Source: an optimization exercise on an open RTL-to-GDS flow (aim: small area). Production flows keep margins and buffers that such runs may drop.
In this exercise RTL edits were held to simulation tests only and were not proved equivalent to the original.
Power is estimated from default activity; no workload was simulated.

Design morse_top, start of the top module:
module morse_top(
    input clk,                  
    input rst,                  
    input enable,               
    input EN,                   
    input [63:0] store,         
    input long_key,             
    input short_key,            
    input send_decoder,         
    input back_space_decoder,   
    input reset,                
    output [14:0] Y_led,
    output error_out_of_length,
    output error_character,
    output error_decode,
    output [7:0] seg_bit_selection,
    output [7:0] seg_selection
);
clock: 20.0 ns
lec_check: 0
abc_area: 1
cap_margin: 20
core_margin: 2
core_utilization: 55
slew_margin: 20
buffer_ports_args: -buffer_cell sky130_fd_sc_hd__buf_1
cts_args: -sink_clustering_enable -repair_clock_nets -dont_use_dummy_load -sink_buffer_max_cap_derate 0.6 -buf_list {sky130_fd_sc_hd__clkbuf_8}
standard.sh (not shown) runs the stock make flow with config.mk's settings and CLKGATE_MAP_FILE= SYNTH_SCRIPT=/design/flow/synth_recipe.tcl, a recipe that flattens the netlist after the stock synthesis.
==> flow/flow/run.sh <==
#!/bin/bash
# Layout flow: the standard flow (standard.sh), with three changes.
#  1. After the standard synthesis, its logic (everything but the flip-flops,
#     which keep their cells and names) is optimised again by ABC with a
#     stronger script (flow/abc.script) and mapped onto the same library;
#     the netlist then goes through the rest of the standard flow.
#  2. Every port still gets its own buffer, a buf_1 instead of clkdlybuf4s50_1.
#  3. CTS builds the tree from small clock buffers in small clusters,
#     without dummy loads.
# Each tool's full output goes to a log here: make_synth.log, resynth.log,
# make_finish.log (ORFS also keeps each step's log under orfs/logs/).
set -euo pipefail
cat >> config.mk <<'EOC'
export BUFFER_PORTS_ARGS = -buffer_cell sky130_fd_sc_hd__buf_1
export CTS_ARGS = -sink_clustering_enable -repair_clock_nets -dont_use_dummy_load -sink_buffer_max_cap_derate 0.6 -buf_list {sky130_fd_sc_hd__clkbuf_8}
EOC
bash standard.sh synth > make_synth.log 2>&1

RES=orfs/results/${FLOW_PLATFORM}/morse_top/base
LIB=${FLOW_HOME}/platforms/${FLOW_PLATFORM}/lib/sky130_fd_sc_hd__tt_025C_1v80.lib
YOSYS=yosys
if [[ -x ${FLOW_HOME}/../tools/install/yosys/bin/yosys ]]; then
  YOSYS=${FLOW_HOME}/../tools/install/yosys/bin/yosys
fi
DONT_USE=""
for c in $(sed -n 's/^export DONT_USE_CELLS += *//p; /^ *sky130_fd_sc_hd__/p' ${FLOW_HOME}/platforms/${FLOW_PLATFORM}/config.mk | tr -d '\\'); do
  DONT_USE="$DONT_USE -dont_use $c"
done
cp ${RES}/1_2_yosys.v standard_1_2_yosys.v
${YOSYS} -l resynth.log -p "
read_liberty -ignore_miss_func ${LIB}
blackbox sky130_fd_sc_hd__dfxtp_1
read_verilog standard_1_2_yosys.v
hierarchy -top ${FLOW_TOP}
flatten
opt -purge
techmap
opt -fast -purge
abc -script flow/abc.script -liberty ${LIB} ${DONT_USE}
setundef -zero
splitnets
opt_clean -purge
hilomap -singleton -hicell sky130_fd_sc_hd__conb_1 HI -locell sky130_fd_sc_hd__conb_1 LO
insbuf -buf sky130_fd_sc_hd__buf_4 A X
write_verilog -noattr -nohex -nodec resynth_1_2_yosys.v
tee -o resynth_stat.txt stat -liberty ${LIB}
" > /dev/null
cp resynth_1_2_yosys.v ${RES}/1_2_yosys.v
rm -f ${RES}/1_synth.odb ${RES}/1_synth.sdc
bash standard.sh finish > make_finish.log 2>&1
==> flow/flow/abc.script <==
strash
&get -n
&deepsyn -T 120
&put
&get -n
&dch -f
&nf -R 1000
&put
topo
dnsize -c
Rerun with:
--- a/flow/flow/run.sh
+++ b/flow/flow/run.sh
@@ -13,5 +13,5 @@
 cat >> config.mk <<'EOC'
 export BUFFER_PORTS_ARGS = -buffer_cell sky130_fd_sc_hd__buf_1
-export CTS_ARGS = -sink_clustering_enable -repair_clock_nets -dont_use_dummy_load -sink_buffer_max_cap_derate 0.6 -buf_list {sky130_fd_sc_hd__clkbuf_8}
+export CTS_ARGS = -sink_clustering_enable -repair_clock_nets -dont_use_dummy_load -sink_clustering_size 12 -sink_clustering_max_diameter 60 -buf_list {sky130_fd_sc_hd__clkbuf_4 sky130_fd_sc_hd__clkbuf_8 sky130_fd_sc_hd__clkbuf_16}
 EOC
 bash standard.sh synth > make_synth.log 2>&1
Settings changed: CTS_ARGS -sink_clustering_enable -repair_clock_nets -dont_use_dummy_load -sink_buffer_max_cap_derate 0.6 -buf_list {sky130_fd_sc_hd__clkbuf_8} to -sink_clustering_enable -repair_clock_nets -dont_use_dummy_load -sink_clustering_size 12 -sink_clustering_max_diameter 60 -buf_list {sky130_fd_sc_hd__clkbuf_4 sky130_fd_sc_hd__clkbuf_8 sky130_fd_sc_hd__clkbuf_16}.
What happened: Clock power is about the same. Via count is unchanged. Count of clock-buffer cells in the layout does not change.
Rerun with:
--- a/flow/flow/run.sh
+++ b/flow/flow/run.sh
@@ -13,5 +13,5 @@
 cat >> config.mk <<'EOC'
 export BUFFER_PORTS_ARGS = -buffer_cell sky130_fd_sc_hd__buf_1
-export CTS_ARGS = -sink_clustering_enable -repair_clock_nets -dont_use_dummy_load -sink_clustering_size 12 -sink_clustering_max_diameter 60 -buf_list {sky130_fd_sc_hd__clkbuf_4 sky130_fd_sc_hd__clkbuf_8 sky130_fd_sc_hd__clkbuf_16}
+export CTS_ARGS = -sink_clustering_enable -repair_clock_nets -dont_use_dummy_load -sink_clustering_size 8 -sink_clustering_max_diameter 30 -buf_list {sky130_fd_sc_hd__clkbuf_4 sky130_fd_sc_hd__clkbuf_8}
 EOC
 bash standard.sh synth > make_synth.log 2>&1
Settings changed: CTS_ARGS -sink_clustering_enable -repair_clock_nets -dont_use_dummy_load -sink_clustering_size 12 -sink_clustering_max_diameter 60 -buf_list {sky130_fd_sc_hd__clkbuf_4 sky130_fd_sc_hd__clkbuf_8 sky130_fd_sc_hd__clkbuf_16} to -sink_clustering_enable -repair_clock_nets -dont_use_dummy_load -sink_clustering_size 8 -sink_clustering_max_diameter 30 -buf_list {sky130_fd_sc_hd__clkbuf_4 sky130_fd_sc_hd__clkbuf_8}.
- via count is unchanged
- final area does not change
- wire length does not change
- global-route usage does not change
- first-iteration DRC count stays the same
- final cell count stays the same
- worst hold slack stays the same
- total power is unchanged
- sequential share of layout area is unchanged

[afterwards: timing with drivers on the ports]
The results above use ideal ports. As a check the final layouts listed here were re-extracted and re-timed, cells and wires unchanged.
Step 1 (the two cells are an assumption about what drives the block):
set clk [get_ports {clk}]
set_driving_cell -lib_cell sky130_fd_sc_hd__clkbuf_16 $clk
set_driving_cell -lib_cell sky130_fd_sc_hd__buf_2 [delete_from_list [all_inputs] $clk]
Step 2 adds t to the input delays and takes it off the output delays; t is the mean of the earliest and latest rising clock arrival at the registers after step 1. Input paths then give back, and output paths get back, about the clock's delay inside the block.
Slacks: ideal ports / drivers / drivers and shift; pairs: ideal ports / drivers.
run | t (ns) | slack for setup (ns) | hold WS [ns]
the first run | 0.376 | 10.145 / 10.119 / 10.119 | 0.297 / 0.297 / 0.297
the second run | 0.376 | 10.145 / 10.119 / 10.119 | 0.297 / 0.297 / 0.297
the third run | 0.376 | 10.145 / 10.119 / 10.119 | 0.297 / 0.297 / 0.297
After both steps setup and hold are still met in every run listed.
